This is an optimization exercise on Yosys and OpenROAD, whose aim is a short achievable clock period and few clock cycles, not a production implementation.
RTL that was checked went through simulation tests only; none was proved equivalent to the original.
Power is estimated from default activity; no workload was simulated.

==> v33: inputs <==
// riscv
module riscv #(
  parameter RESET_PC     = 32'h0000_0000,
  parameter CPU_AWIDTH   = 6
) (
  input  clk,
  input  rst,
  input [31:0]  imem_addr1,
  input [31:0]  imem_din1,
  output [31:0] imem_dout1,
  input         imem_we1,
  input mmio_stall,
  output [31:0] mmio_addr,
  output [31:0] mmio_din,
  input  [31:0] mmio_dout,
  output        mmio_wen,
  output        mmio_ren
);
  integer i;
  reg  [63:0] fptr;         
  reg  [31:0] seq_pc;       
  reg         d_valid;
  reg  [31:0] d_inst;
  reg  [31:0] d_pc;
  reg         d_pred;
  reg  [5:0]  d_nidx;       
  reg         e_valid;
  reg         e_we;
  reg  [4:0]  e_rd;
  reg  [31:0] e_a, e_b, e_s;
  reg         e_bypa, e_bypb, e_byps;
  reg         e_sub;
  reg  [7:0]  e_sel;        
  reg         e_sra;
  reg         e_link;       
  reg  [31:0] e_lnk;        
  reg  [31:0] e_alt;        
  reg         e_br, e_jal, e_jalr, e_ld, e_st, e_pred;
  reg         e_eld;        
  reg  [31:0] e_eoh;        
  reg  [31:0] e_q;          
  reg  [2:0]  e_f3;
  reg  [5:0]  e_idx;        
  reg  [5:0]  e_tidx;       
  reg  [5:0]  e_sidx;       
  reg         m_we;
  reg  [4:0]  m_rd;
  reg  [31:0] m_res;
  reg  [31:0] m_aoh;        
  reg  [31:0] m_maddr;
  reg  [31:0] m_sdata;
  reg  [31:0] m_mdin;
  reg  [3:0]  m_dwe;
  reg         m_dld;
  reg         m_wen, m_ren;
  reg  [2:0]  m_f3;
  reg         w_we;
  reg  [4:0]  w_rd;
  reg  [31:0] w_res;
  reg         w_mld;
  reg  [2:0]  w_f3;
  reg  [1:0]  w_ab;
  reg  [31:0] imem [0:63];
  ...
==> flow/config.mk <==
export PLATFORM = sky130hd
export DESIGN_NAME = riscv
export DESIGN_NICKNAME = riscv
export VERILOG_FILES = /design/flow/design.v
export SDC_FILE = /design/flow/constraint.sdc
export NUM_CORES = 4
export LEC_CHECK = 0
export ABC_CLOCK_PERIOD_IN_PS = 3000
export CAP_MARGIN = 20
export CORE_MARGIN = 2
export CORE_UTILIZATION = 50
export PLACE_DENSITY = 0.6
export SETUP_SLACK_MARGIN = 5
export SLEW_MARGIN = 20
==> flow/constraint.sdc <==
create_clock -name core_clock -period 9.0 [get_ports {clk}]
set_input_delay 1.8000 -clock core_clock [delete_from_list [all_inputs] [get_ports {clk}]]
set_output_delay 1.8000 -clock core_clock [all_outputs]
set_load 0.01 [all_outputs]
run.sh (not shown) runs the stock make flow with config.mk's settings and CLKGATE_MAP_FILE= SYNTH_SCRIPT=/design/flow/synth_recipe.tcl, a recipe that flattens the netlist after the stock synthesis.
==> v36 (differences from v33) <==
==> flow/design.v (replaced) <==
`timescale 1ns/1ps
module riscv #(
  parameter RESET_PC     = 32'h0000_0000,
  parameter CPU_AWIDTH   = 6
) (
  input  clk,
  input  rst,
  input [31:0]  imem_addr1,
  input [31:0]  imem_din1,
  output [31:0] imem_dout1,
  input         imem_we1,
  input mmio_stall,
  output [31:0] mmio_addr,
  output [31:0] mmio_din,
  input  [31:0] mmio_dout,
  output        mmio_wen,
  output        mmio_ren
);
  reg [31:0] imem [0:63];
  reg [31:0] imem_dout1_r;
  always @(posedge clk) begin
    if (imem_we1) imem[imem_addr1[5:0]] <= imem_din1;
    imem_dout1_r <= imem[imem_addr1[5:0]];
  end
  assign imem_dout1 = imem_dout1_r;
  reg  [5:0]  fidx;         
  reg  [31:0] seq_pc;       
  reg         d_valid;
  reg  [31:0] d_inst;
  reg  [31:0] d_pc;
  reg         d_pred;
  reg         e_valid;
  reg         e_we;
  reg  [4:0]  e_rd;
  reg  [31:0] e_a, e_b, e_s;
  reg         e_bypa, e_bypb, e_byps;
  reg         e_sub;
  reg  [7:0]  e_sel;        
  reg         e_sra;
  reg         e_link;       
  reg  [31:0] e_lnk;        
  reg  [31:0] e_alt;        
  reg         e_br, e_jalr, e_ld, e_st, e_pred;
  reg  [2:0]  e_f3;
  reg  [5:0]  e_idx;
  reg         m_we;
  reg  [4:0]  m_rd;
  reg  [31:0] m_res;
  reg  [31:0] m_maddr;
  reg  [31:0] m_sdata;
  reg  [31:0] m_mdin;
  reg  [3:0]  m_dwe;
  reg         m_dld;
  reg         m_wen, m_ren;
  reg  [2:0]  m_f3;
  reg         w_we;
  reg  [4:0]  w_rd;
  reg  [31:0] w_res;
  reg         w_mld;
  reg  [2:0]  w_f3;
  reg  [1:0]  w_ab;
  reg  [31:0] rf   [1:31];
  reg  [31:0] dmem [0:31];
  reg  [1:0]  bht  [0:63];   
  wire gstall = mmio_stall & (m_wen | m_ren);
  wire [31:0] finst = imem[fidx];
  wire [1:0]  fbht  = bht[fidx];
  wire f_jal = finst[6] & finst[3];
  wire f_br  = finst[6] & ~finst[2];
  wire f_pred = f_jal | (f_br & (fbht[1] ? fbht[0] : finst[31]));
  wire [5:0] f_off  = f_jal ? finst[27:22] : {finst[27:25], finst[11:9]};
  wire [5:0] f_nidx = f_pred ? (fidx + f_off) : (fidx + 6'd1);
  wire [4:0] d_op  = d_inst[6:2];
  wire [2:0] d_f3  = d_inst[14:12];
  wire [4:0] d_rd  = d_inst[11:7];
  wire [4:0] d_rs1 = d_inst[19:15];
  wire [4:0] d_rs2 = d_inst[24:20];
  wire d_lui   = (d_op == 5'b01101);
  wire d_auipc = (d_op == 5'b00101);
  wire d_jal   = (d_op == 5'b11011);
  wire d_jalr  = (d_op == 5'b11001);
  wire d_br    = (d_op == 5'b11000);
  wire d_ld    = (d_op == 5'b00000);
  wire d_st    = (d_op == 5'b01000);
  wire d_opi   = (d_op == 5'b00100);
  wire d_opr   = (d_op == 5'b01100);
  wire d_use1 = d_jalr | d_br | d_ld | d_st | d_opi | d_opr;
  wire d_use2 = d_br | d_st | d_opr;
  wire d_wr   = (d_lui | d_auipc | d_jal | d_jalr | d_ld | d_opi | d_opr) & (d_rd != 5'd0);
  wire [31:0] imm_i = {{21{d_inst[31]}}, d_inst[30:20]};
  wire [31:0] imm_s = {{21{d_inst[31]}}, d_inst[30:25], d_inst[11:7]};
  wire [31:0] imm_b = {{20{d_inst[31]}}, d_inst[7], d_inst[30:25], d_inst[11:8], 1'b0};
  wire [31:0] imm_u = {d_inst[31:12], 12'b0};
  wire [31:0] imm_j = {{12{d_inst[31]}}, d_inst[19:12], d_inst[20], d_inst[30:21], 1'b0};
  wire [31:0] d_imm = d_st ? imm_s : (d_lui | d_auipc) ? imm_u : imm_i;
  wire [31:0] d_lnk  = d_pc + 32'd4;
  wire [31:0] d_tgt  = d_pc + (d_jal ? imm_j : imm_b);
  wire [31:0] d_next = d_pred ? d_tgt : d_lnk;
  wire [31:0] dm_word = dmem[m_res[6:2]];
  reg  [31:0] m_ldv;
  always @(*) begin
    case (m_f3[1:0])
      2'b00: begin
        case (m_res[1:0])
          2'd0: m_ldv = {{24{~m_f3[2] & dm_word[7]}},  dm_word[7:0]};
          2'd1: m_ldv = {{24{~m_f3[2] & dm_word[15]}}, dm_word[15:8]};
          2'd2: m_ldv = {{24{~m_f3[2] & dm_word[23]}}, dm_word[23:16]};
          default: m_ldv = {{24{~m_f3[2] & dm_word[31]}}, dm_word[31:24]};
        endcase
      end
      2'b01: m_ldv = m_res[1] ? {{16{~m_f3[2] & dm_word[31]}}, dm_word[31:16]}
                              : {{16{~m_f3[2] & dm_word[15]}}, dm_word[15:0]};
      default: m_ldv = dm_word;
    endcase
  end
  wire [31:0] m_val = m_dld ? m_ldv : m_res;
  reg [31:0] w_mv;
  always @(*) begin
    case (w_f3[1:0])
      2'b00: begin
        case (w_ab)
          2'd0: w_mv = {{24{~w_f3[2] & mmio_dout[7]}},  mmio_dout[7:0]};
          2'd1: w_mv = {{24{~w_f3[2] & mmio_dout[15]}}, mmio_dout[15:8]};
          2'd2: w_mv = {{24{~w_f3[2] & mmio_dout[23]}}, mmio_dout[23:16]};
          default: w_mv = {{24{~w_f3[2] & mmio_dout[31]}}, mmio_dout[31:24]};
        endcase
      end
      2'b01: w_mv = w_ab[1] ? {{16{~w_f3[2] & mmio_dout[31]}}, mmio_dout[31:16]}
                            : {{16{~w_f3[2] & mmio_dout[15]}}, mmio_dout[15:0]};
      default: w_mv = mmio_dout;
    endcase
  end
  wire [31:0] w_data = w_mld ? w_mv : w_res;
  wire [31:0] rf1 = (d_rs1 == 5'd0) ? 32'd0 : rf[d_rs1];
  wire [31:0] rf2 = (d_rs2 == 5'd0) ? 32'd0 : rf[d_rs2];
  wire hitE1 = e_valid & e_we & (e_rd == d_rs1);
  wire hitE2 = e_valid & e_we & (e_rd == d_rs2);
  wire hitM1 = m_we & (m_rd == d_rs1);
  wire hitM2 = m_we & (m_rd == d_rs2);
  wire hitW1 = w_we & (w_rd == d_rs1);
  wire hitW2 = w_we & (w_rd == d_rs2);
  wire [31:0] v1 = hitM1 ? m_val : hitW1 ? w_data : rf1;
  wire [31:0] v2 = hitM2 ? m_val : hitW2 ? w_data : rf2;
  wire st1 = d_use1 & (hitE1 ? e_ld : (hitM1 & m_ren));
  wire st2 = d_use2 & (hitE2 ? e_ld : (hitM2 & m_ren));
  wire dstall = d_valid & (st1 | st2);
  wire [31:0] ea = e_bypa ? m_res : e_a;
  wire [31:0] eb = e_bypb ? m_res : e_b;
  wire [31:0] es = e_byps ? m_res : e_s;
  wire [31:0] ebx  = eb ^ {32{e_sub}};
  wire [32:0] esum = {1'b0, ea} + {1'b0, ebx} + {32'd0, e_sub};
  wire e_eq  = (ea == eb);
  wire e_ltu = ~esum[32];
  wire e_lt  = (ea[31] ^ eb[31]) ? ea[31] : esum[31];
  wire [31:0] e_sll = ea << eb[4:0];
  wire [31:0] e_srl = $signed({e_sra & ea[31], ea}) >>> eb[4:0];
  wire [31:0] e_alu = ({32{e_sel[0]}} & esum[31:0]) |
                      ({32{e_sel[1]}} & e_sll) |
                      ({32{e_sel[2]}} & {31'd0, e_lt}) |
                      ({32{e_sel[3]}} & {31'd0, e_ltu}) |
                      ({32{e_sel[4]}} & (ea ^ eb)) |
                      ({32{e_sel[5]}} & e_srl) |
                      ({32{e_sel[6]}} & (ea | eb)) |
                      ({32{e_sel[7]}} & (ea & eb));
  wire [31:0] e_res = e_link ? e_lnk : e_alu;
  wire e_taken = e_f3[2] ? ((e_f3[1] ? e_ltu : e_lt) ^ e_f3[0]) : (e_eq ^ e_f3[0]);
  wire e_mis = e_valid & ((e_br & (e_taken ^ e_pred)) | e_jalr);
  wire [31:0] e_tgt = e_jalr ? {esum[31:1], 1'b0} : e_alt;
  wire e_mmio = (esum[31:28] == 4'h8);
  wire [1:0] e_ab = esum[1:0];
  reg [31:0] e_sd;
  reg [3:0]  e_be;
  always @(*) begin
    case (e_f3[1:0])
      2'b00: begin
        e_sd = {24'd0, es[7:0]} << {e_ab, 3'b000};
        e_be = 4'b0001 << e_ab;
      end
      2'b01: begin
        e_sd = e_ab[1] ? {es[15:0], 16'd0} : {16'd0, es[15:0]};
        e_be = e_ab[1] ? 4'b1100 : 4'b0011;
      end
      default: begin
        e_sd = es;
        e_be = 4'b1111;
      end
    endcase
  end
  always @(posedge clk) begin
    if (rst) begin
      fidx    <= 6'd0;
      seq_pc  <= RESET_PC;
      d_valid <= 1'b0;
      e_valid <= 1'b0;
      m_we    <= 1'b0;
      m_dwe   <= 4'd0;
      m_dld   <= 1'b0;
      m_wen   <= 1'b0;
      m_ren   <= 1'b0;
      w_we    <= 1'b0;
      w_mld   <= 1'b0;
    end else begin
      if (!gstall) begin
        fidx <= e_mis ? e_tgt[7:2] : dstall ? fidx : f_nidx;
        if (e_mis) seq_pc <= e_tgt;
        if (e_mis) d_valid <= 1'b0;
        else if (!dstall) begin
          d_valid <= 1'b1;
          d_inst  <= finst;
          d_pc    <= d_valid ? d_next : seq_pc;
          d_pred  <= f_pred;
        end
        e_valid <= d_valid & ~dstall & ~e_mis;
        e_we    <= d_wr;
        e_rd    <= d_rd;
        e_a     <= d_lui ? 32'd0 : d_auipc ? d_pc : v1;
        e_b     <= (d_opr | d_br) ? v2 : d_imm;
        e_s     <= v2;
        e_bypa  <= hitE1 & d_use1;
        e_bypb  <= hitE2 & (d_opr | d_br);
        e_byps  <= hitE2 & d_st;
        e_sub   <= d_br | (d_opr & d_f3 == 3'b000 & d_inst[30]) |
                   ((d_opr | d_opi) & (d_f3 == 3'b010 | d_f3 == 3'b011));
        e_sel   <= (d_opr | d_opi) ? (8'd1 << d_f3) : 8'd1;
        e_sra   <= d_inst[30];
        e_link  <= d_jal | d_jalr;
        e_lnk   <= d_lnk;
        e_alt   <= d_pred ? d_lnk : d_tgt;
        e_br    <= d_br;
        e_jalr  <= d_jalr;
        e_ld    <= d_ld;
        e_st    <= d_st;
        e_pred  <= d_pred;
        e_f3    <= d_f3;
        e_idx   <= d_pc[7:2];
        m_we    <= e_valid & e_we;
        m_rd    <= e_rd;
        m_res   <= e_res;
        if (e_ld | e_st) m_maddr <= esum[31:0];
        if (e_st) m_sdata <= e_sd;
        if (e_st & e_mmio) m_mdin <= e_sd;
        m_dwe   <= {4{e_valid & e_st & ~e_mmio}} & e_be;
        m_dld   <= e_valid & e_ld & ~e_mmio;
        m_wen   <= e_valid & e_st & e_mmio;
        m_ren   <= e_valid & e_ld & e_mmio;
        m_f3    <= e_f3;
      end
      w_we  <= m_we & ~gstall;
      w_rd  <= m_rd;
      w_res <= m_val;
      w_mld <= m_ren;
      w_f3  <= m_f3;
      w_ab  <= m_res[1:0];
    end
  end
  integer i;
  always @(posedge clk) begin
    if (rst) begin
      for (i = 0; i < 64; i = i + 1) bht[i] <= 2'b00;
    end else if (e_valid & e_br) begin
      bht[e_idx] <= {1'b1, e_taken};
    end
  end
  always @(posedge clk) begin
    if (w_we) rf[w_rd] <= w_data;
  end
  always @(posedge clk) begin
    if (m_dwe[0]) dmem[m_res[6:2]][7:0]   <= m_sdata[7:0];
    if (m_dwe[1]) dmem[m_res[6:2]][15:8]  <= m_sdata[15:8];
    if (m_dwe[2]) dmem[m_res[6:2]][23:16] <= m_sdata[23:16];
    if (m_dwe[3]) dmem[m_res[6:2]][31:24] <= m_sdata[31:24];
  end
  assign mmio_addr = m_maddr;
  assign mmio_din  = m_mdin;
  assign mmio_wen  = m_wen;
  assign mmio_ren  = m_ren;
endmodule
--- a/flow/config.mk
+++ b/flow/config.mk
@@ -5,10 +5,10 @@
 export SDC_FILE = /design/flow/constraint.sdc
 export NUM_CORES = 4
 export LEC_CHECK = 0
 export ABC_CLOCK_PERIOD_IN_PS = 3000
 export CAP_MARGIN = 20
 export CORE_MARGIN = 2
-export CORE_UTILIZATION = 50
-export PLACE_DENSITY = 0.6
+export CORE_UTILIZATION = 35
+export PLACE_DENSITY = 0.42
 export SETUP_SLACK_MARGIN = 5
 export SLEW_MARGIN = 20
==> results.txt <==
Non-clock buffer count: v36 is higher than v33 (41).
Against v33, the via count of v36 is smaller by 27%.
Of v36 and v33, v36 has the higher maximum frequency (gap 2.4%, measured against v33).
Of v36 and v33, v33 has the higher synthesized area (gap 7.5%, measured against v33).
Of v36 and v33, v33 has the higher sequential power (gap 11%, measured against v33).
Against v36, the final area of v33 is larger by 4.8%.
Between v33 and v36, the lower utilization is in v36 (gap 16 points).
Between v33 and v36, the lower power is in v36 (gap 4.9%, measured against v36).
Cell count: v33 is higher than v36 (3.8%).
==> figures <==
metric	v33	v36
Worst Tran Pin Value	1380 ps	1290 ps
Run status	finished clean	finished clean
Post-synthesis compound-gate area fraction	16.6%	8.82%
Design Area, Final	0.269 sq mm	0.257 sq mm
Worst hold path depth	0	1
Comb pwr share	41.4%	43.9%
Endpoint of the worst hold-timing path	u_idx[1]$_DFF_P_	bht[18][1]$_SDFFE_PP1P_
Ys Warns	2	1
Number of vias in the routed layout	185000	135000
Cell row count	249	286
Crit path max-delay cell type	sky130_fd_sc_hd__a211o_4	sky130_fd_sc_hd__nor4_1
Net load switching power	38200 uW	33700 uW
Sequential Power Share	33.7%	31.3%
Estimated wirelength of the detail-placed design	658 mm	508 mm
Data required time at the worst endpoint	10050 ps	9780 ps
Gp weighted congestion	1.04	0.925
FF+latch count, synth	5220	4729
Clk_buf instances	712	711
Area share of fa/ha/maj cells after synthesis	0.906%	0.804%
Testbench counts of v33, summed over its fixed seeds: cycles 32,511.
Function not checked in v36: the RTL went through the layout flow alone.

## what the ideal ports hide
The flow's constraints put no driver on any port. The routed layouts listed below were extracted and timed again, unchanged, in two steps. Step 1 assumes that a clkbuf_16 drives the clock port and a buf_2 every other input. Step 2 times the ports against the registers' clock, not the clock port: input delays grow and output delays shrink by t, the midpoint of the rising clock arrivals with the driver on. Slacks: no drivers / after step 1 / after step 2; pairs: no drivers / after step 1.
| run | shift t [ns] | setup slack, ns | worst register clock-pin slew, ns |
|---|---|---|---|
| v33 | 1.284 | 3.903 / 3.903 / 3.493 | 0.07 / 0.07 |
| v36 | 1.211 | 4.024 / 4.024 / 3.708 | 0.07 / 0.07 |
After both steps setup and hold are still met in every run listed. For v33, which loses most, drivers alone change the setup slack by 0.000 ns; drivers and shift together by -0.410 ns.
